Context: an optimization exercise on an open-source flow, tuned for small area. The choices shown serve that exercise and are no tape-out recipe.
Only simulation tests tie the RTL to the original design; equivalence was not proved.

==> design/flow/design.v <==
module hex2seg (
   input [3:0] number,            
   output reg [6:0] pattern );    
   always @ (number)
      case(number)
         4'h0:  pattern = 7'b0000001;   
         4'h1:  pattern = 7'b1001111;   
         4'h2:  pattern = 7'b0010010;
         4'h3:  pattern = 7'b0000110;
         4'h4:  pattern = 7'b1001100;
         4'h5:  pattern = 7'b0100100;
         4'h6:  pattern = 7'b0100000;
         4'h7:  pattern = 7'b0001111;
         4'h8:  pattern = 7'b0000000;
         4'h9:  pattern = 7'b0000100;
         4'hA:  pattern = 7'b0001000;
         4'hB:  pattern = 7'b1100000;
         4'hC:  pattern = 7'b0110001;
         4'hD:  pattern = 7'b1000010;
         4'hE:  pattern = 7'b0110000;
         4'hF:  pattern = 7'b0111000;   
      endcase   
endmodule 
module DisplayInterface(
    input [15:0] value,
    input [9:0] count10,
    input [1:0] count2,
    output [9:0] next10,
    output at_zero,
    output [7:0] digit,
    output [7:0] segment
    );
    wire low_zero = ~|count10[8:0];
    assign at_zero = low_zero & ~count10[9];
    assign next10 = {count10[8:0], count10[9] ^ count10[6] ^ low_zero};
    reg [3:0] hex_value;
    always @*
        case (count2)
          2'b00: hex_value = value[3:0];
          2'b01: hex_value = value[7:4];
          2'b10: hex_value = value[11:8];
          2'b11: hex_value = value[15:12];
        endcase
    assign digit = {4'b1111, ~(count2 == 2'b11), ~(count2 == 2'b10),
                    ~(count2 == 2'b01), ~(count2 == 2'b00)};
    wire [6:0] hex_pattern;
    hex2seg part_seg(.number(hex_value), .pattern(hex_pattern));
    assign segment = {hex_pattern, 1'b1};
endmodule
module myCalc(
    input [16:0] X,
    input [16:0] Y,
    input [1:0] OP,
    input [4:0] keycode,
    input newkey,
    output reg [16:0] nextX,
    output loadY,
    output clearY,
    output OVW
    );
    wire sub = ~(OP[1] & OP[0]);
    wire b1 = Y[0] | OP[1];
    wire b2 = Y[1] & ~Y[0] & ~OP[1];
    wire b3 = Y[1] | OP[1];
    wire l4 = X[0] & b1;
    wire l5 = b3 & ~l4;
    wire p6 = ((X[1] & b1) | (X[0] & b2)) ^ b3;
    wire p7 = ((X[2] & b1) | (X[1] & b2)) ^ b3;
    wire p8 = ((X[3] & b1) | (X[2] & b2)) ^ b3;
    wire p9 = ((X[4] & b1) | (X[3] & b2)) ^ b3;
    wire p10 = ((X[5] & b1) | (X[4] & b2)) ^ b3;
    wire p11 = ((X[6] & b1) | (X[5] & b2)) ^ b3;
    wire p12 = ((X[7] & b1) | (X[6] & b2)) ^ b3;
    wire p13 = ((X[8] & b1) | (X[7] & b2)) ^ b3;
    wire p14 = ((X[9] & b1) | (X[8] & b2)) ^ b3;
    wire p15 = ((X[10] & b1) | (X[9] & b2)) ^ b3;
    wire p16 = ((X[11] & b1) | (X[10] & b2)) ^ b3;
    wire p17 = ((X[12] & b1) | (X[11] & b2)) ^ b3;
    wire p18 = ((X[13] & b1) | (X[12] & b2)) ^ b3;
    wire p19 = ((X[14] & b1) | (X[13] & b2)) ^ b3;
    wire p20 = ((X[15] & b1) | (X[14] & b2)) ^ b3;
    wire p21 = ((X[16] & b1) | (X[15] & b2)) ^ b3;
    wire p22 = ((X[16] & b1) | (X[16] & b2)) ^ b3;
    wire b23 = (Y[2] ^ Y[1]) & ~OP[1];
    wire b24 = ((Y[3] & ~Y[2] & ~Y[1]) | (~Y[3] & Y[2] & Y[1])) & ~OP[1];
    wire l25 = X[0] & b23;
    wire l26 = Y[3] & ~l25;
    wire p27 = ((X[1] & b23) | (X[0] & b24)) ^ Y[3];
    wire p28 = ((X[2] & b23) | (X[1] & b24)) ^ Y[3];
    wire p29 = ((X[3] & b23) | (X[2] & b24)) ^ Y[3];
    wire p30 = ((X[4] & b23) | (X[3] & b24)) ^ Y[3];
    wire p31 = ((X[5] & b23) | (X[4] & b24)) ^ Y[3];
    wire p32 = ((X[6] & b23) | (X[5] & b24)) ^ Y[3];
    wire p33 = ((X[7] & b23) | (X[6] & b24)) ^ Y[3];
    wire p34 = ((X[8] & b23) | (X[7] & b24)) ^ Y[3];
    wire p35 = ((X[9] & b23) | (X[8] & b24)) ^ Y[3];
    wire p36 = ((X[10] & b23) | (X[9] & b24)) ^ Y[3];
    wire p37 = ((X[11] & b23) | (X[10] & b24)) ^ Y[3];
    wire p38 = ((X[12] & b23) | (X[11] & b24)) ^ Y[3];
    wire p39 = ((X[13] & b23) | (X[12] & b24)) ^ Y[3];
    wire p40 = ((X[14] & b23) | (X[13] & b24)) ^ Y[3];
    wire p41 = ((X[15] & b23) | (X[14] & b24)) ^ Y[3];
    wire b42 = (Y[4] ^ Y[3]) & ~OP[1];
    wire b43 = ((Y[5] & ~Y[4] & ~Y[3]) | (~Y[5] & Y[4] & Y[3])) & ~OP[1];
    wire l44 = X[0] & b42;
    wire l45 = Y[5] & ~l44;
    wire p46 = ((X[1] & b42) | (X[0] & b43)) ^ Y[5];
    wire p47 = ((X[2] & b42) | (X[1] & b43)) ^ Y[5];
    wire p48 = ((X[3] & b42) | (X[2] & b43)) ^ Y[5];
    wire p49 = ((X[4] & b42) | (X[3] & b43)) ^ Y[5];
    wire p50 = ((X[5] & b42) | (X[4] & b43)) ^ Y[5];
    wire p51 = ((X[6] & b42) | (X[5] & b43)) ^ Y[5];
    wire p52 = ((X[7] & b42) | (X[6] & b43)) ^ Y[5];
    wire p53 = ((X[8] & b42) | (X[7] & b43)) ^ Y[5];
    wire p54 = ((X[9] & b42) | (X[8] & b43)) ^ Y[5];
    wire p55 = ((X[10] & b42) | (X[9] & b43)) ^ Y[5];
    wire p56 = ((X[11] & b42) | (X[10] & b43)) ^ Y[5];
    wire p57 = ((X[12] & b42) | (X[11] & b43)) ^ Y[5];
    wire p58 = ((X[13] & b42) | (X[12] & b43)) ^ Y[5];
    wire b59 = (Y[6] ^ Y[5]) & ~OP[1];
    wire b60 = ((Y[7] & ~Y[6] & ~Y[5]) | (~Y[7] & Y[6] & Y[5])) & ~OP[1];
    wire l61 = X[0] & b59;
    wire l62 = Y[7] & ~l61;
    wire p63 = ((X[1] & b59) | (X[0] & b60)) ^ Y[7];
    wire p64 = ((X[2] & b59) | (X[1] & b60)) ^ Y[7];
    wire p65 = ((X[3] & b59) | (X[2] & b60)) ^ Y[7];
    wire p66 = ((X[4] & b59) | (X[3] & b60)) ^ Y[7];
    wire p67 = ((X[5] & b59) | (X[4] & b60)) ^ Y[7];
    wire p68 = ((X[6] & b59) | (X[5] & b60)) ^ Y[7];
    wire p69 = ((X[7] & b59) | (X[6] & b60)) ^ Y[7];
    wire p70 = ((X[8] & b59) | (X[7] & b60)) ^ Y[7];
    wire p71 = ((X[9] & b59) | (X[8] & b60)) ^ Y[7];
    wire p72 = ((X[10] & b59) | (X[9] & b60)) ^ Y[7];
    wire p73 = ((X[11] & b59) | (X[10] & b60)) ^ Y[7];
    wire b74 = (Y[8] ^ Y[7]) & ~OP[1];
    wire b75 = ((Y[9] & ~Y[8] & ~Y[7]) | (~Y[9] & Y[8] & Y[7])) & ~OP[1];
    wire l76 = X[0] & b74;
    wire l77 = Y[9] & ~l76;
    wire p78 = ((X[1] & b74) | (X[0] & b75)) ^ Y[9];
    wire p79 = ((X[2] & b74) | (X[1] & b75)) ^ Y[9];
    wire p80 = ((X[3] & b74) | (X[2] & b75)) ^ Y[9];
    wire p81 = ((X[4] & b74) | (X[3] & b75)) ^ Y[9];
    wire p82 = ((X[5] & b74) | (X[4] & b75)) ^ Y[9];
    wire p83 = ((X[6] & b74) | (X[5] & b75)) ^ Y[9];
    wire p84 = ((X[7] & b74) | (X[6] & b75)) ^ Y[9];
    wire p85 = ((X[8] & b74) | (X[7] & b75)) ^ Y[9];
    wire p86 = ((X[9] & b74) | (X[8] & b75)) ^ Y[9];
    wire b87 = (Y[10] ^ Y[9]) & ~OP[1];
    wire b88 = ((Y[11] & ~Y[10] & ~Y[9]) | (~Y[11] & Y[10] & Y[9])) & ~OP[1];
    wire l89 = X[0] & b87;
    wire l90 = Y[11] & ~l89;
    wire p91 = ((X[1] & b87) | (X[0] & b88)) ^ Y[11];
    wire p92 = ((X[2] & b87) | (X[1] & b88)) ^ Y[11];
    wire p93 = ((X[3] & b87) | (X[2] & b88)) ^ Y[11];
    wire p94 = ((X[4] & b87) | (X[3] & b88)) ^ Y[11];
    wire p95 = ((X[5] & b87) | (X[4] & b88)) ^ Y[11];
    wire p96 = ((X[6] & b87) | (X[5] & b88)) ^ Y[11];
    wire p97 = ((X[7] & b87) | (X[6] & b88)) ^ Y[11];
    wire b98 = (Y[12] ^ Y[11]) & ~OP[1];
    wire b99 = ((Y[13] & ~Y[12] & ~Y[11]) | (~Y[13] & Y[12] & Y[11])) & ~OP[1];
    wire l100 = X[0] & b98;
    wire l101 = Y[13] & ~l100;
    wire p102 = ((X[1] & b98) | (X[0] & b99)) ^ Y[13];
    wire p103 = ((X[2] & b98) | (X[1] & b99)) ^ Y[13];
    wire p104 = ((X[3] & b98) | (X[2] & b99)) ^ Y[13];
    wire p105 = ((X[4] & b98) | (X[3] & b99)) ^ Y[13];
    wire p106 = ((X[5] & b98) | (X[4] & b99)) ^ Y[13];
    wire b107 = (Y[14] ^ Y[13]) & ~OP[1];
    wire b108 = ((Y[15] & ~Y[14] & ~Y[13]) | (~Y[15] & Y[14] & Y[13])) & ~OP[1];
    wire l109 = X[0] & b107;
    wire l110 = Y[15] & ~l109;
    wire p111 = ((X[1] & b107) | (X[0] & b108)) ^ Y[15];
    wire p112 = ((X[2] & b107) | (X[1] & b108)) ^ Y[15];
    wire p113 = ((X[3] & b107) | (X[2] & b108)) ^ Y[15];
    wire b114 = (Y[16] ^ Y[15]) & ~OP[1];
    wire b115 = ((Y[16] & ~Y[16] & ~Y[15]) | (~Y[16] & Y[16] & Y[15])) & ~OP[1];
    wire l116 = X[0] & b114;
    wire l117 = Y[16] & ~l116;
    wire p118 = ((X[1] & b114) | (X[0] & b115)) ^ Y[16];
    wire ha119_0, ha119_1;
    ha u119 (l5, p6, ha119_0, ha119_1);
    wire fa120_0, fa120_1;
    fa u120 (l25, p7, ha119_1, fa120_0, fa120_1);
    wire fa121_0, fa121_1;
    fa u121 (l26, p8, p27, fa121_0, fa121_1);
    wire ha122_0, ha122_1;
    ha u122 (fa120_1, fa121_0, ha122_0, ha122_1);
    wire fa123_0, fa123_1;
    fa u123 (l44, p9, p28, fa123_0, fa123_1);
    wire fa124_0, fa124_1;
    fa u124 (fa121_1, fa123_0, ha122_1, fa124_0, fa124_1);
    wire fa125_0, fa125_1;
    fa u125 (l45, p10, p29, fa125_0, fa125_1);
    wire fa126_0, fa126_1;
    fa u126 (p46, fa123_1, fa125_0, fa126_0, fa126_1);
    wire ha127_0, ha127_1;
    ha u127 (fa124_1, fa126_0, ha127_0, ha127_1);
    wire fa128_0, fa128_1;
    fa u128 (l61, p11, p30, fa128_0, fa128_1);
    wire fa129_0, fa129_1;
    fa u129 (p47, fa125_1, fa128_0, fa129_0, fa129_1);
    wire fa130_0, fa130_1;
    fa u130 (fa126_1, fa129_0, ha127_1, fa130_0, fa130_1);
    wire fa131_0, fa131_1;
    fa u131 (l62, p12, p31, fa131_0, fa131_1);
    wire fa132_0, fa132_1;
    fa u132 (p48, p63, fa128_1, fa132_0, fa132_1);
    wire fa133_0, fa133_1;
    fa u133 (fa131_0, fa132_0, fa129_1, fa133_0, fa133_1);
    wire ha134_0, ha134_1;
    ha u134 (fa130_1, fa133_0, ha134_0, ha134_1);
    wire fa135_0, fa135_1;
    fa u135 (l76, p13, p32, fa135_0, fa135_1);
    wire fa136_0, fa136_1;
    fa u136 (p49, p64, fa131_1, fa136_0, fa136_1);
    wire fa137_0, fa137_1;
    fa u137 (fa135_0, fa132_1, fa136_0, fa137_0, fa137_1);
    wire fa138_0, fa138_1;
    fa u138 (fa133_1, fa137_0, ha134_1, fa138_0, fa138_1);
    wire fa139_0, fa139_1;
    fa u139 (l77, p14, p33, fa139_0, fa139_1);
    wire fa140_0, fa140_1;
    fa u140 (p50, p65, p78, fa140_0, fa140_1);
    wire fa141_0, fa141_1;
    fa u141 (fa135_1, fa139_0, fa140_0, fa141_0, fa141_1);
    wire fa142_0, fa142_1;
    fa u142 (fa136_1, fa141_0, fa137_1, fa142_0, fa142_1);
    wire ha143_0, ha143_1;
    ha u143 (fa138_1, fa142_0, ha143_0, ha143_1);
    wire fa144_0, fa144_1;
    fa u144 (l89, p15, p34, fa144_0, fa144_1);
    wire fa145_0, fa145_1;
    fa u145 (p51, p66, p79, fa145_0, fa145_1);
    wire fa146_0, fa146_1;
    fa u146 (fa139_1, fa140_1, fa144_0, fa146_0, fa146_1);
    wire fa147_0, fa147_1;
    fa u147 (fa145_0, fa141_1, fa146_0, fa147_0, fa147_1);
    wire fa148_0, fa148_1;
    fa u148 (fa147_0, fa142_1, ha143_1, fa148_0, fa148_1);
    wire fa149_0, fa149_1;
    fa u149 (l90, p16, p35, fa149_0, fa149_1);
    wire fa150_0, fa150_1;
    fa u150 (p52, p67, p80, fa150_0, fa150_1);
    wire fa151_0, fa151_1;
    fa u151 (p91, fa144_1, fa145_1, fa151_0, fa151_1);
    wire fa152_0, fa152_1;
    fa u152 (fa149_0, fa150_0, fa151_0, fa152_0, fa152_1);
    wire fa153_0, fa153_1;
    fa u153 (fa146_1, fa147_1, fa152_0, fa153_0, fa153_1);
    wire ha154_0, ha154_1;
    ha u154 (fa148_1, fa153_0, ha154_0, ha154_1);
    wire fa155_0, fa155_1;
    fa u155 (l100, p17, p36, fa155_0, fa155_1);
    wire fa156_0, fa156_1;
    fa u156 (p53, p68, p81, fa156_0, fa156_1);
    wire fa157_0, fa157_1;
    fa u157 (p92, fa149_1, fa150_1, fa157_0, fa157_1);
    wire fa158_0, fa158_1;
    fa u158 (fa155_0, fa156_0, fa151_1, fa158_0, fa158_1);
    wire fa159_0, fa159_1;
    fa u159 (fa157_0, fa152_1, fa158_0, fa159_0, fa159_1);
    wire fa160_0, fa160_1;
    fa u160 (fa153_1, fa159_0, ha154_1, fa160_0, fa160_1);
    wire fa161_0, fa161_1;
    fa u161 (l101, p18, p37, fa161_0, fa161_1);
    wire fa162_0, fa162_1;
    fa u162 (p54, p69, p82, fa162_0, fa162_1);
    wire fa163_0, fa163_1;
    fa u163 (p93, p102, fa155_1, fa163_0, fa163_1);
    wire fa164_0, fa164_1;
    fa u164 (fa156_1, fa161_0, fa162_0, fa164_0, fa164_1);
    wire fa165_0, fa165_1;
    fa u165 (fa157_1, fa163_0, fa164_0, fa165_0, fa165_1);
    wire fa166_0, fa166_1;
    fa u166 (fa158_1, fa165_0, fa159_1, fa166_0, fa166_1);
    wire ha167_0, ha167_1;
    ha u167 (fa160_1, fa166_0, ha167_0, ha167_1);
    wire fa168_0, fa168_1;
    fa u168 (l109, p19, p38, fa168_0, fa168_1);
    wire fa169_0, fa169_1;
    fa u169 (p55, p70, p83, fa169_0, fa169_1);
    wire fa170_0, fa170_1;
    fa u170 (p94, p103, fa161_1, fa170_0, fa170_1);
    wire fa171_0, fa171_1;
    fa u171 (fa162_1, fa168_0, fa169_0, fa171_0, fa171_1);
    wire fa172_0, fa172_1;
    fa u172 (fa163_1, fa170_0, fa164_1, fa172_0, fa172_1);
    wire fa173_0, fa173_1;
    fa u173 (fa171_0, fa165_1, fa172_0, fa173_0, fa173_1);
    wire fa174_0, fa174_1;
    fa u174 (fa173_0, fa166_1, ha167_1, fa174_0, fa174_1);
    wire fa175_0, fa175_1;
    fa u175 (l110, p20, p39, fa175_0, fa175_1);
    wire fa176_0, fa176_1;
    fa u176 (p56, p71, p84, fa176_0, fa176_1);
    wire fa177_0, fa177_1;
    fa u177 (p95, p104, p111, fa177_0, fa177_1);
    wire fa178_0, fa178_1;
    fa u178 (fa168_1, fa169_1, fa175_0, fa178_0, fa178_1);
    wire fa179_0, fa179_1;
    fa u179 (fa176_0, fa177_0, fa170_1, fa179_0, fa179_1);
    wire fa180_0, fa180_1;
    fa u180 (fa171_1, fa178_0, fa172_1, fa180_0, fa180_1);
    wire fa181_0, fa181_1;
    fa u181 (fa179_0, fa173_1, fa180_0, fa181_0, fa181_1);
    wire ha182_0, ha182_1;
    ha u182 (fa174_1, fa181_0, ha182_0, ha182_1);
    wire fa183_0, fa183_1;
    fa u183 (l116, p21, p40, fa183_0, fa183_1);
    wire fa184_0, fa184_1;
    fa u184 (p57, p72, p85, fa184_0, fa184_1);
    wire fa185_0, fa185_1;
    fa u185 (p96, p105, p112, fa185_0, fa185_1);
    wire fa186_0, fa186_1;
    fa u186 (fa175_1, fa176_1, fa177_1, fa186_0, fa186_1);
    wire fa187_0, fa187_1;
    fa u187 (fa183_0, fa184_0, fa185_0, fa187_0, fa187_1);
    wire fa188_0, fa188_1;
    fa u188 (fa186_0, fa178_1, fa187_0, fa188_0, fa188_1);
    wire fa189_0, fa189_1;
    fa u189 (fa179_1, fa188_0, fa180_1, fa189_0, fa189_1);
    wire fa190_0, fa190_1;
    fa u190 (fa181_1, fa189_0, ha182_1, fa190_0, fa190_1);
    wire x191 = l117 ^ p22;
    wire x192 = p41 ^ p58;
    wire x193 = p73 ^ p86;
    wire x194 = p97 ^ p106;
    wire x195 = p113 ^ p118;
    wire x196 = x191 ^ x192;
    wire x197 = x193 ^ x194;
    wire x198 = x195 ^ fa183_1;
    wire x199 = fa184_1 ^ fa185_1;
    wire x200 = x196 ^ x197;
    wire x201 = x198 ^ x199;
    wire x202 = x200 ^ fa186_1;
    wire x203 = fa187_1 ^ x201;
    wire x204 = x202 ^ x203;
    wire x205 = fa188_1 ^ x204;
    wire x206 = x205 ^ fa189_1;
    wire x207 = x206 ^ fa190_1;
    wire d208 = ~(X[1] & ~X[0]);
    wire q209 = ~(X[0] & X[1]);
    wire q210 = ~(X[0] & X[2]);
    wire d211 = ~(X[2] & ~X[1]);
    wire q212 = ~(X[1] & X[2]);
    wire q213 = ~(X[0] & X[3]);
    wire q214 = ~(X[0] & X[4]);
    wire q215 = ~(X[1] & X[3]);
    wire d216 = ~(X[3] & ~X[2]);
    wire q217 = ~(X[2] & X[3]);
    wire q218 = ~(X[0] & X[5]);
    wire q219 = ~(X[1] & X[4]);
    wire q220 = ~(X[0] & X[6]);
    wire q221 = ~(X[1] & X[5]);
    wire q222 = ~(X[2] & X[4]);
    wire d223 = ~(X[4] & ~X[3]);
    wire q224 = ~(X[3] & X[4]);
    wire q225 = ~(X[0] & X[7]);
    wire q226 = ~(X[1] & X[6]);
    wire q227 = ~(X[2] & X[5]);
    wire q228 = ~(X[0] & X[8]);
    wire q229 = ~(X[1] & X[7]);
    wire q230 = ~(X[2] & X[6]);
    wire q231 = ~(X[3] & X[5]);
    wire d232 = ~(X[5] & ~X[4]);
    wire q233 = ~(X[4] & X[5]);
    wire q234 = ~(X[0] & X[9]);
    wire q235 = ~(X[1] & X[8]);
    wire q236 = ~(X[2] & X[7]);
    wire q237 = ~(X[3] & X[6]);
    wire q238 = ~(X[0] & X[10]);
    wire q239 = ~(X[1] & X[9]);
    wire q240 = ~(X[2] & X[8]);
    wire q241 = ~(X[3] & X[7]);
    wire q242 = ~(X[4] & X[6]);
    wire d243 = ~(X[6] & ~X[5]);
    wire q244 = ~(X[5] & X[6]);
    wire q245 = ~(X[0] & X[11]);
    wire q246 = ~(X[1] & X[10]);
    wire q247 = ~(X[2] & X[9]);
    wire q248 = ~(X[3] & X[8]);
    wire q249 = ~(X[4] & X[7]);
    wire q250 = ~(X[0] & X[12]);
    wire q251 = ~(X[1] & X[11]);
    wire q252 = ~(X[2] & X[10]);
    wire q253 = ~(X[3] & X[9]);
    wire q254 = ~(X[4] & X[8]);
    wire q255 = ~(X[5] & X[7]);
    wire d256 = ~(X[7] & ~X[6]);
    wire q257 = ~(X[6] & X[7]);
    wire q258 = ~(X[0] & X[13]);
    wire q259 = ~(X[1] & X[12]);
    wire q260 = ~(X[2] & X[11]);
    wire q261 = ~(X[3] & X[10]);
    wire q262 = ~(X[4] & X[9]);
    wire q263 = ~(X[5] & X[8]);
    wire q264 = ~(X[0] & X[14]);
    wire q265 = ~(X[1] & X[13]);
    wire q266 = ~(X[2] & X[12]);
    wire q267 = ~(X[3] & X[11]);
    wire q268 = ~(X[4] & X[10]);
    wire q269 = ~(X[5] & X[9]);
    wire q270 = ~(X[6] & X[8]);
    wire d271 = ~(X[8] & ~X[7]);
    wire q272 = ~(X[7] & X[8]);
    wire q273 = ~(X[0] & X[15]);
    wire q274 = ~(X[1] & X[14]);
    wire q275 = ~(X[2] & X[13]);
    wire q276 = ~(X[3] & X[12]);
    wire q277 = ~(X[4] & X[11]);
    wire q278 = ~(X[5] & X[10]);
    wire q279 = ~(X[6] & X[9]);
    wire q280 = ~(X[0] & X[16]);
    wire q281 = ~(X[1] & X[15]);
    wire q282 = ~(X[2] & X[14]);
    wire q283 = ~(X[3] & X[13]);
    wire q284 = ~(X[4] & X[12]);
    wire q285 = ~(X[5] & X[11]);
    wire q286 = ~(X[6] & X[10]);
    wire q287 = ~(X[7] & X[9]);
    wire xor2m288_0;
    xor2m u288 (q209, q210, xor2m288_0);
    wire nor2m289_0;
    nor2m u289 (q209, q210, nor2m289_0);
    wire i290 = ~nor2m289_0;
    wire fa291_0, fa291_1;
    fa u291 (d211, q213, i290, fa291_0, fa291_1);
    wire fa292_0, fa292_1;
    fa u292 (q212, q214, q215, fa292_0, fa292_1);
    wire xor2m293_0;
    xor2m u293 (fa291_1, fa292_0, xor2m293_0);
    wire nor2m294_0;
    nor2m u294 (fa291_1, fa292_0, nor2m294_0);
    wire fa295_0, fa295_1;
    fa u295 (d216, q218, q219, fa295_0, fa295_1);
    wire i296 = ~nor2m294_0;
    wire fa297_0, fa297_1;
    fa u297 (fa292_1, fa295_0, i296, fa297_0, fa297_1);
    wire fa298_0, fa298_1;
    fa u298 (q217, q220, q221, fa298_0, fa298_1);
    wire fa299_0, fa299_1;
    fa u299 (q222, fa295_1, fa298_0, fa299_0, fa299_1);
    wire xor2m300_0;
    xor2m u300 (fa297_1, fa299_0, xor2m300_0);
    wire nor2m301_0;
    nor2m u301 (fa297_1, fa299_0, nor2m301_0);
    wire fa302_0, fa302_1;
    fa u302 (d223, q225, q226, fa302_0, fa302_1);
    wire fa303_0, fa303_1;
    fa u303 (q227, fa298_1, fa302_0, fa303_0, fa303_1);
    wire i304 = ~nor2m301_0;
    wire fa305_0, fa305_1;
    fa u305 (fa299_1, fa303_0, i304, fa305_0, fa305_1);
    wire fa306_0, fa306_1;
    fa u306 (q224, q228, q229, fa306_0, fa306_1);
    wire fa307_0, fa307_1;
    fa u307 (q230, q231, fa302_1, fa307_0, fa307_1);
    wire fa308_0, fa308_1;
    fa u308 (fa306_0, fa303_1, fa307_0, fa308_0, fa308_1);
    wire xor2m309_0;
    xor2m u309 (fa305_1, fa308_0, xor2m309_0);
    wire nor2m310_0;
    nor2m u310 (fa305_1, fa308_0, nor2m310_0);
    wire fa311_0, fa311_1;
    fa u311 (d232, q234, q235, fa311_0, fa311_1);
    wire fa312_0, fa312_1;
    fa u312 (q236, q237, fa306_1, fa312_0, fa312_1);
    wire fa313_0, fa313_1;
    fa u313 (fa311_0, fa307_1, fa312_0, fa313_0, fa313_1);
    wire i314 = ~nor2m310_0;
    wire fa315_0, fa315_1;
    fa u315 (fa308_1, fa313_0, i314, fa315_0, fa315_1);
    wire fa316_0, fa316_1;
    fa u316 (q233, q238, q239, fa316_0, fa316_1);
    wire fa317_0, fa317_1;
    fa u317 (q240, q241, q242, fa317_0, fa317_1);
    wire fa318_0, fa318_1;
    fa u318 (fa311_1, fa316_0, fa317_0, fa318_0, fa318_1);
    wire fa319_0, fa319_1;
    fa u319 (fa312_1, fa318_0, fa313_1, fa319_0, fa319_1);
    wire xor2m320_0;
    xor2m u320 (fa315_1, fa319_0, xor2m320_0);
    wire nor2m321_0;
    nor2m u321 (fa315_1, fa319_0, nor2m321_0);
    wire fa322_0, fa322_1;
    fa u322 (d243, q245, q246, fa322_0, fa322_1);
    wire fa323_0, fa323_1;
    fa u323 (q247, q248, q249, fa323_0, fa323_1);
    wire fa324_0, fa324_1;
    fa u324 (fa316_1, fa317_1, fa322_0, fa324_0, fa324_1);
    wire fa325_0, fa325_1;
    fa u325 (fa323_0, fa318_1, fa324_0, fa325_0, fa325_1);
    wire i326 = ~nor2m321_0;
    wire fa327_0, fa327_1;
    fa u327 (fa325_0, fa319_1, i326, fa327_0, fa327_1);
    wire fa328_0, fa328_1;
    fa u328 (q244, q250, q251, fa328_0, fa328_1);
    wire fa329_0, fa329_1;
    fa u329 (q252, q253, q254, fa329_0, fa329_1);
    wire fa330_0, fa330_1;
    fa u330 (q255, fa322_1, fa323_1, fa330_0, fa330_1);
    wire fa331_0, fa331_1;
    fa u331 (fa328_0, fa329_0, fa324_1, fa331_0, fa331_1);
    wire fa332_0, fa332_1;
    fa u332 (fa330_0, fa325_1, fa331_0, fa332_0, fa332_1);
    wire xor2m333_0;
    xor2m u333 (fa327_1, fa332_0, xor2m333_0);
    wire nor2m334_0;
    nor2m u334 (fa327_1, fa332_0, nor2m334_0);
    wire fa335_0, fa335_1;
    fa u335 (d256, q258, q259, fa335_0, fa335_1);
    wire fa336_0, fa336_1;
    fa u336 (q260, q261, q262, fa336_0, fa336_1);
    wire fa337_0, fa337_1;
    fa u337 (q263, fa328_1, fa329_1, fa337_0, fa337_1);
    wire fa338_0, fa338_1;
    fa u338 (fa335_0, fa336_0, fa330_1, fa338_0, fa338_1);
    wire fa339_0, fa339_1;
    fa u339 (fa337_0, fa331_1, fa338_0, fa339_0, fa339_1);
    wire i340 = ~nor2m334_0;
    wire fa341_0, fa341_1;
    fa u341 (fa332_1, fa339_0, i340, fa341_0, fa341_1);
    wire fa342_0, fa342_1;
    fa u342 (q257, q264, q265, fa342_0, fa342_1);
    wire fa343_0, fa343_1;
    fa u343 (q266, q267, q268, fa343_0, fa343_1);
    wire fa344_0, fa344_1;
    fa u344 (q269, q270, fa335_1, fa344_0, fa344_1);
    wire fa345_0, fa345_1;
    fa u345 (fa336_1, fa342_0, fa343_0, fa345_0, fa345_1);
    wire fa346_0, fa346_1;
    fa u346 (fa337_1, fa344_0, fa345_0, fa346_0, fa346_1);
    wire fa347_0, fa347_1;
    fa u347 (fa338_1, fa346_0, fa339_1, fa347_0, fa347_1);
    wire xor2m348_0;
    xor2m u348 (fa341_1, fa347_0, xor2m348_0);
    wire nor2m349_0;
    nor2m u349 (fa341_1, fa347_0, nor2m349_0);
    wire fa350_0, fa350_1;
    fa u350 (d271, q273, q274, fa350_0, fa350_1);
    wire fa351_0, fa351_1;
    fa u351 (q275, q276, q277, fa351_0, fa351_1);
    wire fa352_0, fa352_1;
    fa u352 (q278, q279, fa342_1, fa352_0, fa352_1);
    wire fa353_0, fa353_1;
    fa u353 (fa343_1, fa350_0, fa351_0, fa353_0, fa353_1);
    wire fa354_0, fa354_1;
    fa u354 (fa344_1, fa345_1, fa352_0, fa354_0, fa354_1);
    wire fa355_0, fa355_1;
    fa u355 (fa353_0, fa346_1, fa354_0, fa355_0, fa355_1);
    wire i356 = ~nor2m349_0;
    wire fa357_0, fa357_1;
    fa u357 (fa355_0, fa347_1, i356, fa357_0, fa357_1);
    wire x358 = q272 ^ q280;
    wire x359 = q281 ^ q282;
    wire x360 = q283 ^ q284;
    wire x361 = q285 ^ q286;
    wire x362 = q287 ^ x358;
    wire x363 = x359 ^ x360;
    wire x364 = x361 ^ fa350_1;
    wire x365 = fa351_1 ^ x362;
    wire x366 = x363 ^ x364;
    wire x367 = x365 ^ fa352_1;
    wire x368 = fa353_1 ^ x366;
    wire x369 = x367 ^ x368;
    wire x370 = fa354_1 ^ x369;
    wire x371 = x370 ^ fa355_1;
    wire x372 = x371 ^ fa357_1;
    wire a373 = Y[0] & OP[1];
    wire a374 = X[0] ^ sub;
    wire a375 = Y[1] & OP[1];
    wire a376 = X[1] ^ sub;
    wire a377 = Y[2] & OP[1];
    wire a378 = X[2] ^ sub;
    wire a379 = Y[3] & OP[1];
    wire a380 = X[3] ^ sub;
    wire a381 = Y[4] & OP[1];
    wire a382 = X[4] ^ sub;
    wire a383 = Y[5] & OP[1];
    wire a384 = X[5] ^ sub;
    wire a385 = Y[6] & OP[1];
    wire a386 = X[6] ^ sub;
    wire a387 = Y[7] & OP[1];
    wire a388 = X[7] ^ sub;
    wire a389 = Y[8] & OP[1];
    wire a390 = X[8] ^ sub;
    wire a391 = Y[9] & OP[1];
    wire a392 = X[9] ^ sub;
    wire a393 = Y[10] & OP[1];
    wire a394 = X[10] ^ sub;
    wire a395 = Y[11] & OP[1];
    wire a396 = X[11] ^ sub;
    wire a397 = Y[12] & OP[1];
    wire a398 = X[12] ^ sub;
    wire a399 = Y[13] & OP[1];
    wire a400 = X[13] ^ sub;
    wire a401 = Y[14] & OP[1];
    wire a402 = X[14] ^ sub;
    wire a403 = Y[15] & OP[1];
    wire a404 = X[15] ^ sub;
    wire a405 = Y[16] & OP[1];
    wire a406 = X[16] ^ sub;
    wire a407 = Y[16] & OP[1];
    wire a408 = X[16] ^ sub;
    wire fa409_0, fa409_1;
    fa u409 (sub, a373, a374, fa409_0, fa409_1);
    wire fa410_0, fa410_1;
    fa u410 (a375, a376, fa409_1, fa410_0, fa410_1);
    wire fa411_0, fa411_1;
    fa u411 (a377, a378, fa410_1, fa411_0, fa411_1);
    wire fa412_0, fa412_1;
    fa u412 (a379, a380, fa411_1, fa412_0, fa412_1);
    wire fa413_0, fa413_1;
    fa u413 (a381, a382, fa412_1, fa413_0, fa413_1);
    wire fa414_0, fa414_1;
    fa u414 (a383, a384, fa413_1, fa414_0, fa414_1);
    wire fa415_0, fa415_1;
    fa u415 (a385, a386, fa414_1, fa415_0, fa415_1);
    wire fa416_0, fa416_1;
    fa u416 (a387, a388, fa415_1, fa416_0, fa416_1);
    wire fa417_0, fa417_1;
    fa u417 (a389, a390, fa416_1, fa417_0, fa417_1);
    wire fa418_0, fa418_1;
    fa u418 (a391, a392, fa417_1, fa418_0, fa418_1);
    wire fa419_0, fa419_1;
    fa u419 (a393, a394, fa418_1, fa419_0, fa419_1);
    wire fa420_0, fa420_1;
    fa u420 (a395, a396, fa419_1, fa420_0, fa420_1);
    wire fa421_0, fa421_1;
    fa u421 (a397, a398, fa420_1, fa421_0, fa421_1);
    wire fa422_0, fa422_1;
    fa u422 (a399, a400, fa421_1, fa422_0, fa422_1);
    wire fa423_0, fa423_1;
    fa u423 (a401, a402, fa422_1, fa423_0, fa423_1);
    wire fa424_0, fa424_1;
    fa u424 (a403, a404, fa423_1, fa424_0, fa424_1);
    wire fa425_0, fa425_1;
    fa u425 (a405, a406, fa424_1, fa425_0, fa425_1);
    wire x426 = a407 ^ a408;
    wire x427 = x426 ^ fa425_1;
    wire [17:0] P = {x207, fa190_0, ha182_0, fa174_0, ha167_0, fa160_0, ha154_0, fa148_0, ha143_0, fa138_0, ha134_0, fa130_0, ha127_0, fa124_0, ha122_0, fa120_0, ha119_0, l4};    
    wire [17:0] S = {x372, ~fa357_0, xor2m348_0, ~fa341_0, xor2m333_0, ~fa327_0, xor2m320_0, ~fa315_0, xor2m309_0, ~fa305_0, xor2m300_0, ~fa297_0, xor2m293_0, ~fa291_0, xor2m288_0, ~d208, 1'b0, X[0]};    
    wire [17:0] A = {x427, fa425_0, fa424_0, fa423_0, fa422_0, fa421_0, fa420_0, fa419_0, fa418_0, fa417_0, fa416_0, fa415_0, fa414_0, fa413_0, fa412_0, fa411_0, fa410_0, fa409_0};    
    wire k_digit = newkey & keycode[4];
    wire k_op    = newkey & (keycode[4:2] == 3'b010);
    wire k_ce    = newkey & (keycode == 5'b01100);
    wire k_ca    = newkey & (keycode == 5'b00100);
    wire k_eq    = newkey & (keycode == 5'b00011);
    wire k_sqr   = newkey & (keycode == 5'b00001);
    wire k_neg   = newkey & (keycode == 5'b00010);
    wire op_mul = (OP == 2'b01);
    always @* begin
        if (k_digit)                  nextX = {X[12:0], keycode[3:0]};
        else if (k_op | k_ce | k_ca)  nextX = 17'b0;
        else if ((k_eq & OP[1]) | (k_neg & ~OP[1]))
                                      nextX = A[16:0];
        else if ((k_eq & op_mul) | (k_neg & OP[1]))
                                      nextX = P[16:0];
        else if (k_sqr)               nextX = S[16:0];
        else                          nextX = X;
    end
    assign loadY = k_op;
    assign clearY = k_ca;
    assign OVW = (OP[1] & A[17]) | (op_mul & P[17]) | (k_sqr & S[17]);
endmodule
module fa(input a, input b, input c, output s, output co);
    assign s = a ^ b ^ c;
    assign co = (a & b) | (a & c) | (b & c);
endmodule
module ha(input a, input b, output s, output co);
    assign s = a ^ b;
    assign co = a & b;
endmodule
module xor2m(input a, input b, output y);
    assign y = a ^ b;
endmodule
module nor2m(input a, input b, output y);
    assign y = ~(a | b);
endmodule
module xnor2m(input a, input b, output y);
    assign y = ~(a ^ b);
endmodule
module or2m(input a, input b, output y);
    assign y = a | b;
endmodule
module ornm(input a, input b, output y);
    assign y = a | ~b;
endmodule
module andnm(input a, input b, output y);
    assign y = a & ~b;
endmodule
module calc_top(
        input clk,               
        input rst,               
        input [4:0] keycode,     
        input newkey,            
        output [15:0] calcOut,   
        output [7:0] digit,      
        output [7:0] segment,    
        output NEG_LED,
        output OVW_LED
        );
    reg [16:0] X, Y;         
    reg [1:0] OP;            
    reg [9:0] count10;       
    reg [1:0] count2;        
    wire [16:0] nextX;
    wire loadY, clearY;
    myCalc calculator (
        .X(X), .Y(Y), .OP(OP),
        .keycode(keycode), .newkey(newkey),
        .nextX(nextX), .loadY(loadY), .clearY(clearY),
        .OVW(OVW_LED)
        );
    always @(posedge clk or posedge rst)
        if (rst) X <= 17'b0;
        else X <= nextX;
    always @(posedge clk or posedge rst)
        if (rst) begin
            Y <= 17'b0;
            OP <= 2'b0;
        end else if (loadY) begin
            Y <= X;
            OP <= keycode[1:0];
        end else if (clearY) begin
            Y <= 17'b0;
            OP <= 2'b0;
        end
    assign calcOut = X[15:0];
    assign NEG_LED = X[16];
    wire [9:0] next10;
    wire at_zero;
    DisplayInterface display (
        .value(X[15:0]), .count10(count10), .count2(count2),
        .next10(next10), .at_zero(at_zero),
        .digit(digit), .segment(segment)
        );
    always @(posedge clk or posedge rst)
        if (rst) count10 <= 10'b0;
        else count10 <= next10;
    always @(posedge clk or posedge rst)
        if (rst) count2 <= 2'b0;
        else if (at_zero) count2 <= count2 + 2'b1;
endmodule
==> design/flow/flow/run.sh <==
#!/bin/bash
# Standard synthesis, then the combinational logic re-mapped for area
# (flow/post.ys), then the standard layout from floorplan to finish.
set -euo pipefail
W=$(pwd)
R=$W/orfs/results/$FLOW_PLATFORM/calc_top/base
LIB=$FLOW_HOME/platforms/$FLOW_PLATFORM/lib/sky130_fd_sc_hd__tt_025C_1v80.lib
bash standard.sh synth > $W/synth.log 2>&1
cp $R/1_2_yosys.v $W/std_synth.v
sed -e "s#@LIB@#$LIB#g" -e "s#@IN@#$W/std_synth.v#" -e "s#@OUT@#$R/1_2_yosys.v#" -e "s#@W@#$W#" \
    flow/post.ys > $W/post_run.ys
yosys -s $W/post_run.ys > $W/post_yosys.log 2>&1
bash standard.sh BUFFER_PORTS_ARGS="-buffer_cell sky130_fd_sc_hd__buf_1" finish > $W/layout.log 2>&1
==> design/flow/flow/post.ys <==
# Re-map the standard synthesis netlist: every combinational cell except the
# full adders is turned back into logic and mapped again by ABC for area, as
# one flat netlist. Registers, full adders and tie cells are kept as they are.
read_liberty -ignore_miss_func -ignore_miss_dir @LIB@
read_verilog @IN@
hierarchy -top calc_top
setattr -mod -set keep_hierarchy 1 sky130_fd_sc_hd__fa_* sky130_fd_sc_hd__df* sky130_fd_sc_hd__conb_1
flatten
select -module calc_top
opt -fast
abc -liberty @LIB@ -dont_use sky130_fd_sc_hd__lpflow_bleeder_1 -dont_use sky130_fd_sc_hd__lpflow_clkbufkapwr_1 -dont_use sky130_fd_sc_hd__lpflow_clkbufkapwr_16 -dont_use sky130_fd_sc_hd__lpflow_clkbufkapwr_2 -dont_use sky130_fd_sc_hd__lpflow_clkbufkapwr_4 -dont_use sky130_fd_sc_hd__lpflow_clkbufkapwr_8 -dont_use sky130_fd_sc_hd__lpflow_clkinvkapwr_1 -dont_use sky130_fd_sc_hd__lpflow_clkinvkapwr_16 -dont_use sky130_fd_sc_hd__lpflow_clkinvkapwr_2 -dont_use sky130_fd_sc_hd__lpflow_clkinvkapwr_4 -dont_use sky130_fd_sc_hd__lpflow_clkinvkapwr_8 -dont_use sky130_fd_sc_hd__lpflow_decapkapwr_12 -dont_use sky130_fd_sc_hd__lpflow_decapkapwr_3 -dont_use sky130_fd_sc_hd__lpflow_decapkapwr_4 -dont_use sky130_fd_sc_hd__lpflow_decapkapwr_6 -dont_use sky130_fd_sc_hd__lpflow_decapkapwr_8 -dont_use sky130_fd_sc_hd__lpflow_inputiso0n_1 -dont_use sky130_fd_sc_hd__lpflow_inputiso0p_1 -dont_use sky130_fd_sc_hd__lpflow_inputiso1n_1 -dont_use sky130_fd_sc_hd__lpflow_inputiso1p_1 -dont_use sky130_fd_sc_hd__lpflow_inputisolatch_1 -dont_use sky130_fd_sc_hd__lpflow_isobufsrc_1 -dont_use sky130_fd_sc_hd__lpflow_isobufsrc_16 -dont_use sky130_fd_sc_hd__lpflow_isobufsrc_2 -dont_use sky130_fd_sc_hd__lpflow_isobufsrc_4 -dont_use sky130_fd_sc_hd__lpflow_isobufsrc_8 -dont_use sky130_fd_sc_hd__lpflow_isobufsrckapwr_16 -dont_use sky130_fd_sc_hd__lpflow_lsbuf_lh_hl_isowell_tap_1 -dont_use sky130_fd_sc_hd__lpflow_lsbuf_lh_hl_isowell_tap_2 -dont_use sky130_fd_sc_hd__lpflow_lsbuf_lh_hl_isowell_tap_4 -dont_use sky130_fd_sc_hd__lpflow_lsbuf_lh_isowell_4 -dont_use sky130_fd_sc_hd__lpflow_lsbuf_lh_isowell_tap_1 -dont_use sky130_fd_sc_hd__lpflow_lsbuf_lh_isowell_tap_2 -dont_use sky130_fd_sc_hd__lpflow_lsbuf_lh_isowell_tap_4 -dont_use sky130_fd_sc_hd__probe_p_8 -dont_use sky130_fd_sc_hd__probec_p_8  -script "+strash; dch -f; amap; topo"
opt_clean -purge
hilomap -singleton -hicell sky130_fd_sc_hd__conb_1 HI -locell sky130_fd_sc_hd__conb_1 LO
splitnets
opt_clean -purge
select -clear
tee -o @W@/post_stat.txt stat -liberty @LIB@
select calc_top
write_verilog -noattr -noexpr -nohex -nodec -selected @OUT@
==> design/flow/standard.sh <==
#!/bin/bash
# synth_recipe.tcl (not shown) runs the flow's synth.tcl, then flattens the netlist and writes it again
# the make line also repeats each setting of config.mk as NAME=value (left out here)
make -C /OpenROAD-flow-scripts/flow DESIGN_CONFIG=/design/flow/config.mk WORK_HOME=/design/flow/orfs CLKGATE_MAP_FILE= SYNTH_SCRIPT=/design/flow/synth_recipe.tcl "${@:-finish}"
==> design/flow/config.mk <==
export PLATFORM = sky130hd
export DESIGN_NAME = calc_top
export DESIGN_NICKNAME = calc_top
export VERILOG_FILES = /design/flow/design.v
export SDC_FILE = /design/flow/constraint.sdc
export NUM_CORES = 4
export LEC_CHECK = 0
export ABC_AREA = 1
export CAP_MARGIN = 20
export CORE_MARGIN = 2
export CORE_UTILIZATION = 55
export CTS_BUF_LIST = sky130_fd_sc_hd__clkbuf_8
export GPL_TIMING_DRIVEN = 0
export SLEW_MARGIN = 20
export SYNTH_HIERARCHICAL = 1
==> design/flow/constraint.sdc <==
create_clock -name core_clock -period 12.0 [get_ports {clk}]
set_input_delay 2.4000 -clock core_clock [delete_from_list [all_inputs] [get_ports {clk}]]
set_output_delay 2.4000 -clock core_clock [all_outputs]
set_load 0.01 [all_outputs]
==> notes.md, run 1 <==
- CTS Buf Count: 5
- Area grow syn2layout: 8.52%
- Core Region: between 10,000 and 15,000 sq um
- Critical path class: reg2out
- Multi-input logic area: approximately 6000 sq um
- Vias in the first global route: approximately 7,600
- Worst-path clk slew: 0.10 ns
- CP max FO: 22
- Remaining DRCs: 0
- Ys Warns: 10
- TritonCTS clock tree: built
- Drt wl/cell: approximately 22 um
- DP Wirelength: approximately 17,000 um
- RD Place Congestion: 0.908
- Global route overflow: 0
- Synth Cell Area: ~7400 sq um
- DR pass1 iterations: 5
- PortBufs: 36
- Crit. End Element: output port
- Leading cell type in the layout, fill and taps excluded: nand2_1
- Num rows: 42
- Worst setup margin: ~0.24 ns
- Finished Cell Area: between 8000 and 9000 sq um
- Slew margin rel.: between 20% and 30%
- CP Launch Type: flip-flop
- Max-cap viol count: 0
- Maximum clock frequency: ~85 MHz
- Total number of vias: ~7,500
- Hold Crit Class: reg2reg
- Final Max Tran Viols: 0
- CP arrival: 9.36 ns
- Post-route ant nets: 0
- Pin count of the biggest net entering global routing: 41
- I/O Pins: 42
- Die Wd: 120 um
- Final core occ: between 60% and 70%
- Mean number of vias per cell: 6.64
- Initial DRC count: ~750
- Clock tree buffer depth: 2
- Post-route clock period utilization: between 90% and 100%
- DP Worst Slack: -1.71 ns
- Worst-Margin Slew: 1.16 ns
- Die ar.: ~14,000 sq um
- Filler Cell Count: around 1,200
- Layout cells sized above 1: 2.93%
- Outcome: timing/DRC/antenna clean
- Area after DPL: between 7000 and 8000 sq um
- H-tree depth: 2
- Seq. cell area: 1200 sq um
- Final worst path period need: approximately 12 ns
- First-pass GRT wire length: 40,000 um
- Hold buffer count at CTS: 0
- Req. time, crit path: 9.60 ns
- Clock latency (worst-skew pair): ~0.32 ns
- Most frequent cells in the layout: nand2_1 (164), o22ai_1 (132), fa_1 (130)
- Clk root buf: clkbuf_8
- Drt total wl: between 20,000 and 25,000 um
- Final Hold Viols: 0
- Initial antenna violation count: 0
- Final setup viols: 0
- Nets: about 1,100
- CTS Sinks: 48
- Chip height: approximately 120 um
- Syn Area/Cell: 8.19 sq um
- Clock Skew: around 0.011 ns
- Diodes inserted: 0
- Cell count after synthesis: 902
- RSZ-0062 raised after global routing: no
- Initial Util: 56.0%
- Total GRT Usage: between 30% and 40%
==> cell type report <==
| class | instances | area share [%] |
|---|---|---|
| clock buffers | 5 | 0.858 |
| clock inverters | 3 | 0.484 |
| inverters | 72 | 3.63 |
| multi-input cells | 786 | 74.7 |
| flip-flops and latches | 48 | 15.0 |
| well taps | 176 | 2.75 |
| repair buffers | 41 | 2.50 |
| repair inverters | 1 | 0.0624 |
==> critical path: stages, from the launching register on <==
cell	delay [ns]
dfrtp_1	0.77
clkinvlp_4	0.48
o22ai_1	0.17
fa_1	0.46
fa_1	0.41
fa_1	0.39
fa_1	0.41
fa_1	0.40
fa_1	0.40
fa_1	0.40
fa_1	0.40
fa_1	0.40
fa_1	0.39
fa_1	0.41
fa_1	0.40
fa_1	0.39
fa_1	0.39
fa_1	0.39
fa_1	0.39
fa_1	0.40
a21oi_1	0.20
a21oi_1	0.08
o21ai_0	0.10
o311ai_0	0.22
buf_1	0.18
==> through the flow <==
step / setup TNS (ns) / hold WS (ns) / std cells
final: 0 / 0.390 / 1132
after global routing: 0 / 0.402 / 1132
after detailed placement: -1.71 / 0.368 / 1121
after CTS: 0 / 0.394 / 1129
after global placement: -1.43 / 0.360 / 1118
after floorplan: 0 / 0.354 / 906
==> final timing paths <==
kind	start	to	slack [ns]	cells past startpoint
max in group asynchronous	rst	count10[0]	9.54	3
setup reg to reg	X[0]	X[16]	3.19	21
hold reg to reg	count10[3]	count10[4]	0.39	0
hold / removal	count10[3]	count10[4]	0.39	0
setup / recovery	X[0]	OVW_LED	0.24	24
min in group asynchronous	rst	X[1]	1.98	2
==> sequential cells by signal, indices dropped and copies added, names as in the netlist <==
| signal | count |
|---|---|
| count10 | 10 |
| Y | 17 |
| X | 17 |
| count2 | 2 |
| OP | 2 |
==> metal layers <==
metal / track usage (%) / share of wire (%)
met5: 0 / 0
met4: 11.8 / 3.3
met3: 6.65 / 9.2
met2: 58.5 / 48
met1: 48.4 / 40
==> what timing repair did <==
action                     CTS  global route
pin swaps                    0             1
hold endpoints to repair     0             0
gates cloned                 0             1
resized for setup            6             6
setup endpoints to repair    1             1
buffers inserted             0             2
==> run 2: changes to the inputs <==
--- a/design/flow/design.v
+++ b/design/flow/design.v
@@ -649,16 +649,19 @@
     wire k_sqr   = newkey & (keycode == 5'b00001);
     wire k_neg   = newkey & (keycode == 5'b00010);
     wire op_mul = (OP == 2'b01);
-    always @* begin
-        if (k_digit)                  nextX = {X[12:0], keycode[3:0]};
-        else if (k_op | k_ce | k_ca)  nextX = 17'b0;
-        else if ((k_eq & OP[1]) | (k_neg & ~OP[1]))
-                                      nextX = A[16:0];
-        else if ((k_eq & op_mul) | (k_neg & OP[1]))
-                                      nextX = P[16:0];
-        else if (k_sqr)               nextX = S[16:0];
-        else                          nextX = X;
-    end
+    wire sel_shift = k_digit;
+    wire sel_a = (k_eq & OP[1]) | (k_neg & ~OP[1]);
+    wire sel_p = (k_eq & op_mul) | (k_neg & OP[1]);
+    wire sel_s = k_sqr;
+    wire sel_x = ~(k_digit | k_op | k_ce | k_ca | k_sqr | k_neg | (k_eq & (OP != 2'b00)));
+    wire [16:0] shifted = {X[12:0], keycode[3:0]};
+    wire [16:0] pick3_n, pick2_n;
+    genvar b;
+    generate for (b = 0; b < 17; b = b + 1) begin : pick
+        ao222_n p3 (sel_shift, shifted[b], sel_a, A[b], sel_p, P[b], pick3_n[b]);
+        ao22_n p2 (sel_s, S[b], sel_x, X[b], pick2_n[b]);
+    end endgenerate
+    always @* nextX = ~(pick3_n & pick2_n);
     assign loadY = k_op;
     assign clearY = k_ca;
     assign OVW = (OP[1] & A[17]) | (op_mul & P[17]) | (k_sqr & S[17]);
@@ -689,6 +692,12 @@
 module andnm(input a, input b, output y);
     assign y = a & ~b;
 endmodule
+module ao222_n(input a1, input b1, input a2, input b2, input a3, input b3, output y);
+    assign y = ~((a1 & b1) | (a2 & b2) | (a3 & b3));
+endmodule
+module ao22_n(input a1, input b1, input a2, input b2, output y);
+    assign y = ~((a1 & b1) | (a2 & b2));
+endmodule
 module calc_top(
         input clk,               
         input rst,               
==> design/flow/flow/run.sh (replaced) <==
#!/bin/bash
# The standard synthesis (kept as std_synth.v for reference), the same
# synthesis without its final flatten (hier/), the combinational logic mapped
# again for area by flow/post.ys, a check that the registers are the standard
# synthesis's, then the standard layout from floorplan to finish.
set -euo pipefail
W=$(pwd)
P=$FLOW_PLATFORM
R=$W/orfs/results/$P/calc_top/base
H=$W/hier/results/$P/calc_top/base
LIB=$FLOW_HOME/platforms/$P/lib/sky130_fd_sc_hd__tt_025C_1v80.lib
bash standard.sh synth > $W/synth.log 2>&1
cp $R/1_2_yosys.v $W/std_synth.v
sed -e "s#WORK_HOME=[^ ]*#WORK_HOME=$W/hier#" -e "s#SYNTH_SCRIPT=[^ ]*#SYNTH_SCRIPT=$W/flow/hier_synth.tcl#" \
    -e '/^if \[\[/,$d' standard.sh > $W/hier.sh
bash $W/hier.sh $H/1_2_yosys.v > $W/hier_synth.log 2>&1
sed -e "s#@LIB@#$LIB#g" -e "s#@IN@#$H/1_2_yosys.v#" -e "s#@OUT@#$R/1_2_yosys.v#" -e "s#@W@#$W#" \
    -e "s#@CELLS@#$W/flow/cells.v#" flow/post.ys > $W/post_run.ys
yosys -s $W/post_run.ys > $W/post_yosys.log 2>&1
python3 flow/check_regs.py $W/std_synth.v $R/1_2_yosys.v > $W/check_regs.log 2>&1
bash standard.sh BUFFER_PORTS_ARGS="-buffer_cell sky130_fd_sc_hd__buf_1" finish > $W/layout.log 2>&1
==> design/flow/flow/cells.v (new file) <==
// The design's ao222_n and ao22_n modules, each as the one library cell
// with that function.
module ao222_n(input a1, input b1, input a2, input b2, input a3, input b3, output y);
    (* keep_hierarchy *) sky130_fd_sc_hd__a222oi_1 cell (.A1(a1), .A2(b1), .B1(a2), .B2(b2), .C1(a3), .C2(b3), .Y(y));
endmodule

module ao22_n(input a1, input b1, input a2, input b2, output y);
    (* keep_hierarchy *) sky130_fd_sc_hd__a22oi_1 cell (.A1(a1), .A2(b1), .B1(a2), .B2(b2), .Y(y));
endmodule
==> design/flow/flow/check_regs.py (new file) <==
#!/usr/bin/env python3
"""Checks that two netlists have the same registers: the same instance names,
each in the same cell type (drive strength aside)."""
import re, sys

def regs(path):
    t = open(path).read()
    out = {}
    for typ, name in re.findall(r'\b(sky130_fd_sc_hd__(?:df|edf|sdf|dl)\w*?)_\d+\s+(\S+)\s*\(', t):
        out[name.lstrip('\\')] = typ
    return out

a, b = regs(sys.argv[1]), regs(sys.argv[2])
print(f'{len(a)} registers in {sys.argv[1]}, {len(b)} in {sys.argv[2]}')
bad = sorted(set(a) ^ set(b)) + sorted(n for n in set(a) & set(b) if a[n] != b[n])
for n in bad:
    print('mismatch:', n, a.get(n), b.get(n))
sys.exit(1 if bad else 0)
==> design/flow/flow/hier_synth.tcl (new file) <==
# synth_recipe.tcl (the standard synthesis) without its final flatten: the
# netlist keeps the design's modules, so post.ys can map some of them itself.
proc synth {args} { yosys synth -nofsm -noshare {*}$args }
source $::env(SCRIPTS_DIR)/synth.tcl
# left out here: clear keep_hierarchy, clean up, hide names made inside functions, write 1_2_yosys.v
==> design/flow/flow/post.ys (replaced) <==
# Re-map the synthesis netlist (the standard synthesis without its final
# flatten). The modules ao222_n and ao22_n become their library cells
# (flow/cells.v); registers, full adders and tie cells are kept as they are;
# every other cell is turned back into logic and mapped again by ABC for
# area, as one flat netlist.
read_liberty -ignore_miss_func -ignore_miss_dir @LIB@
read_verilog @IN@
delete ao222_n ao22_n
read_verilog @CELLS@
hierarchy -top calc_top
setattr -mod -set keep_hierarchy 1 sky130_fd_sc_hd__fa_* sky130_fd_sc_hd__df* sky130_fd_sc_hd__edf* sky130_fd_sc_hd__sdf* sky130_fd_sc_hd__dl* sky130_fd_sc_hd__conb_1
flatten
select -module calc_top
techmap
opt -fast
abc -liberty @LIB@ -dont_use sky130_fd_sc_hd__lpflow_bleeder_1 -dont_use sky130_fd_sc_hd__lpflow_clkbufkapwr_1 -dont_use sky130_fd_sc_hd__lpflow_clkbufkapwr_16 -dont_use sky130_fd_sc_hd__lpflow_clkbufkapwr_2 -dont_use sky130_fd_sc_hd__lpflow_clkbufkapwr_4 -dont_use sky130_fd_sc_hd__lpflow_clkbufkapwr_8 -dont_use sky130_fd_sc_hd__lpflow_clkinvkapwr_1 -dont_use sky130_fd_sc_hd__lpflow_clkinvkapwr_16 -dont_use sky130_fd_sc_hd__lpflow_clkinvkapwr_2 -dont_use sky130_fd_sc_hd__lpflow_clkinvkapwr_4 -dont_use sky130_fd_sc_hd__lpflow_clkinvkapwr_8 -dont_use sky130_fd_sc_hd__lpflow_decapkapwr_12 -dont_use sky130_fd_sc_hd__lpflow_decapkapwr_3 -dont_use sky130_fd_sc_hd__lpflow_decapkapwr_4 -dont_use sky130_fd_sc_hd__lpflow_decapkapwr_6 -dont_use sky130_fd_sc_hd__lpflow_decapkapwr_8 -dont_use sky130_fd_sc_hd__lpflow_inputiso0n_1 -dont_use sky130_fd_sc_hd__lpflow_inputiso0p_1 -dont_use sky130_fd_sc_hd__lpflow_inputiso1n_1 -dont_use sky130_fd_sc_hd__lpflow_inputiso1p_1 -dont_use sky130_fd_sc_hd__lpflow_inputisolatch_1 -dont_use sky130_fd_sc_hd__lpflow_isobufsrc_1 -dont_use sky130_fd_sc_hd__lpflow_isobufsrc_16 -dont_use sky130_fd_sc_hd__lpflow_isobufsrc_2 -dont_use sky130_fd_sc_hd__lpflow_isobufsrc_4 -dont_use sky130_fd_sc_hd__lpflow_isobufsrc_8 -dont_use sky130_fd_sc_hd__lpflow_isobufsrckapwr_16 -dont_use sky130_fd_sc_hd__lpflow_lsbuf_lh_hl_isowell_tap_1 -dont_use sky130_fd_sc_hd__lpflow_lsbuf_lh_hl_isowell_tap_2 -dont_use sky130_fd_sc_hd__lpflow_lsbuf_lh_hl_isowell_tap_4 -dont_use sky130_fd_sc_hd__lpflow_lsbuf_lh_isowell_4 -dont_use sky130_fd_sc_hd__lpflow_lsbuf_lh_isowell_tap_1 -dont_use sky130_fd_sc_hd__lpflow_lsbuf_lh_isowell_tap_2 -dont_use sky130_fd_sc_hd__lpflow_lsbuf_lh_isowell_tap_4 -dont_use sky130_fd_sc_hd__probe_p_8 -dont_use sky130_fd_sc_hd__probec_p_8  -script "+strash; dch -f; amap; topo"
opt_clean -purge
hilomap -singleton -hicell sky130_fd_sc_hd__conb_1 HI -locell sky130_fd_sc_hd__conb_1 LO
splitnets
opt_clean -purge
select -clear
tee -o @W@/post_stat.txt stat -liberty @LIB@
select calc_top
write_verilog -noattr -noexpr -nohex -nodec -selected @OUT@
==> design/flow/config.mk (replaced) <==
export PLATFORM = sky130hd
export DESIGN_NAME = calc_top
export DESIGN_NICKNAME = calc_top
export VERILOG_FILES = /design/flow/design.v
export SDC_FILE = /design/flow/constraint.sdc
export NUM_CORES = 4
export LEC_CHECK = 0
export ABC_AREA = 1
export CAP_MARGIN = 5
export CORE_MARGIN = 2
export CORE_UTILIZATION = 55
export CTS_BUF_LIST = sky130_fd_sc_hd__clkbuf_16
export CTS_CLUSTER_DIAMETER = 200
export CTS_CLUSTER_SIZE = 50
export GPL_TIMING_DRIVEN = 0
export SLEW_MARGIN = 5
export SYNTH_HIERARCHICAL = 1
==> notes.md, run 2 <==
- Post-route ant nets: 0 (unchanged)
- Worst setup margin: 0.395 ns (+0.159 ns)
- Clk root buf: clkbuf_16
- Filler Cell Count: 1,216 (-1.3%)
- Req. time, crit path: 9.60 ns (about the same)
- Post-route clock period utilization: 96.7% (-1.3 points)
- Initial DRC count: 971 (+29%)
- PortBufs: 36 (unchanged)
- Slew margin rel.: 7.82% (-15 points)
- Initial Util: 55.7% (-0.33 points)
- Finished Cell Area: 7950 sq um (-0.89%)
- Worst-path clk slew: 0.07 ns (-0.03 ns)
- I/O Pins: 42 (unchanged)
- RSZ-0062 raised after global routing: no
- Mean number of vias per cell: 6.58 (-0.94%)
- Worst Setup SP: OP[1]
- CP endpoint: OVW_LED
- Critical path class: reg2out
- Pin count of the biggest net entering global routing: 49 (+20%)
- Hold Crit Class: reg2reg
- Worst-Margin Slew: 1.38 ns (+0.222 ns)
- Vias in the first global route: 7,296 (-3.7%)
- TritonCTS clock tree: built
- Max-cap viol count: 0 (unchanged)
- CP max FO: 32 (+45%)
- Clock tree buffer depth: 2 (unchanged)
- Maximum clock frequency: 86.2 MHz (+1.4%)
- Remaining DRCs: 0 (unchanged)
- Layout cells sized above 1: 2.86% (-0.072 points)
- Most frequent cells in the layout: nand2_1 (181), fa_1 (130), o22ai_1 (128)
- Area after DPL: 7770 sq um (-0.94%)
- Syn Area/Cell: 8.23 sq um (+0.47%)
- Diodes inserted: 0 (unchanged)
- Final setup viols: 0 (unchanged)
- DP Wirelength: 16,200 um (-5.4%)
- CTS Buf Count: 5 (unchanged)
- Crit. End Element: output port
- Final Max Tran Viols: 0 (unchanged)
- CTS Sinks: 48 (unchanged)
- Nets: 1,083 (-0.91%)
- Cell count after synthesis: 889 (-1.4%)
- R2R Path End: X[16]
- Clock latency (worst-skew pair): 0.29 ns (-0.03 ns)
- Total GRT Usage: 33.7% (-2.1 points)
- Seq. cell area: 1200 sq um (unchanged)
- Setup slack, reg-to-reg: 3.24 ns (+0.05 ns)
- Multi-input logic area: 5850 sq um (-2.4%)
- DP Worst Slack: -1.56 ns (+0.146 ns)
- Leading cell type in the layout, fill and taps excluded: nand2_1
- Worst-case reg-to-reg path depth: 22 (+4.8%)
- Total number of vias: 7,377 (-1.9%)
- Initial antenna violation count: 0 (unchanged)
- Reg-to-reg startpoint: OP[1]
- Drt total wl: 23,300 um (-5.8%)
- Non-filler cells, final: 1,121 (-0.97%)
- Die Wd: 119 um (-0.48%)
- Final Hold Viols: 0 (unchanged)
- Area grow syn2layout: 8.62% (about the same)
- Chip height: 119 um (-0.48%)
- Min-delay src: count10[8]
- Die ar.: 14,200 sq um (-0.95%)
- H-tree depth: 2 (unchanged)
- Global route overflow: 0 (unchanged)
- Num rows: 42 (unchanged)
- Post-Place Cells: 1,111 (-0.89%)
- Drt wl/cell: 20.8 um (-4.9%)
- RD Place Congestion: 0.879 (-3.2%)
- CP arrival: 9.20 ns (-0.16 ns)
- Biggest regs: X (17), Y (17), count10 (10)
- Final worst path period need: 11.60 ns (-0.159 ns)
- Clock Skew: 0.00427 ns (-0.00651 ns)
- DR pass1 iterations: 9 (+4)
- Core Region: 13,100 sq um (-0.40%)
- First-pass GRT wire length: 37,900 um (-5.5%)
- CP Launch Type: flip-flop
- Synth Cell Area: 7320 sq um (-0.98%)
- Ys Warns: 10 (unchanged)
- Outcome: timing/DRC/antenna clean
-- run 2: layer usage --
layer  global-route usage (%)  share of wire (%)  vias to the layer above
met4                     9.56                2.7                        0
li1                         -                  -                     3307
met2                     55.7                 48                      456
met1                     45.6                 40                     3565
met5                        0                  0                        -
met3                     6.42                9.7                       49
-- run 2: how the worst min path moves through the flow --
stage / to / depth (start not counted) / slack [ns]
detailed placement: count10[3] / 0 / 0.36
global route: count10[3] / 0 / 0.38
CTS: count10[9] / 0 / 0.38
finish: count10[9] / 0 / 0.38
global placement: count10[1] / 0 / 0.36
floorplan: count10[4] / 0 / 0.35
-- run 2: timing repair --
item,4_1_cts,5_1_grt
endpoints found under the hold margin,0,0
cloned,0,1
pin swaps,1,0
resized for setup,5,2
setup buffers,2,0
endpoints found under the setup margin,1,1
hold buffers,0,0
-- run 2: critical path, stage by stage, from the launching register on --
cell and delay [ns]:
dfrtp_2 0.57, clkinv_4 0.30, nor2_4 0.21, clkinv_2 0.27, fa_1 0.51, fa_1 0.39
fa_1 0.39, fa_1 0.39, fa_1 0.40, fa_1 0.40, fa_1 0.39, fa_1 0.39
fa_1 0.39, fa_1 0.40, fa_1 0.39, fa_1 0.38, fa_1 0.39, fa_1 0.39
fa_1 0.40, fa_1 0.40, fa_1 0.39, nand2_1 0.08, o21ai_0 0.09, a21oi_1 0.15
o21ai_0 0.10, o211ai_1 0.15, buf_1 0.18
-- run 2: metrics by stage --
step,setup TNS (ns),hold slack [ns],util [%]
6_report,0,0.376,60.5
5_1_grt,0,0.382,60.5
4_1_cts,0,0.376,60.4
3_5_place_dp,-1.56,0.364,59.2
3_3_place_gp,-1.25,0.359,58.5
2_1_floorplan,0,0.354,-
-- run 2: cell type report --
type	instances	share of cell area (%)
Multi-Input combinational cell	759	73.6
Sequential cell	48	15.1
Inverter	86	4.20
Tap cell	176	2.77
Timing Repair Buffer	44	2.60
Clock buffer	5	1.57
Clock inverter	2	0.110
Timing Repair inverter	1	0.0630

## what the ideal ports hide
No port has a modelled driver above. Below, the same layouts with a new extraction and two added sets of constraints.
Step 1 sets driving cells, clkbuf_16 on the clock port and buf_2 on the other inputs (assumed; they add their load-dependent delay and slew).
Step 2, shift: input delay + t, output delay - t, t = (earliest + latest rising clock arrival at the registers) / 2. This alone moves slack from input paths to output paths.
Slacks: ideal / step 1 / step 2; pairs: ideal / step 1.
| run | t, ns | setup slack, ns | hold slack, ns | clock arrival spread, ns |
|---|---|---|---|---|
| run 1 | 0.347 | 0.236 / 0.202 / 0.548 | 0.390 / 0.390 / 0.390 | 0.011 / 0.011 |
| run 2 | 0.326 | 0.395 / 0.357 / 0.682 | 0.376 / 0.376 / 0.376 | 0.005 / 0.005 |
After both steps every run listed still meets setup and hold.
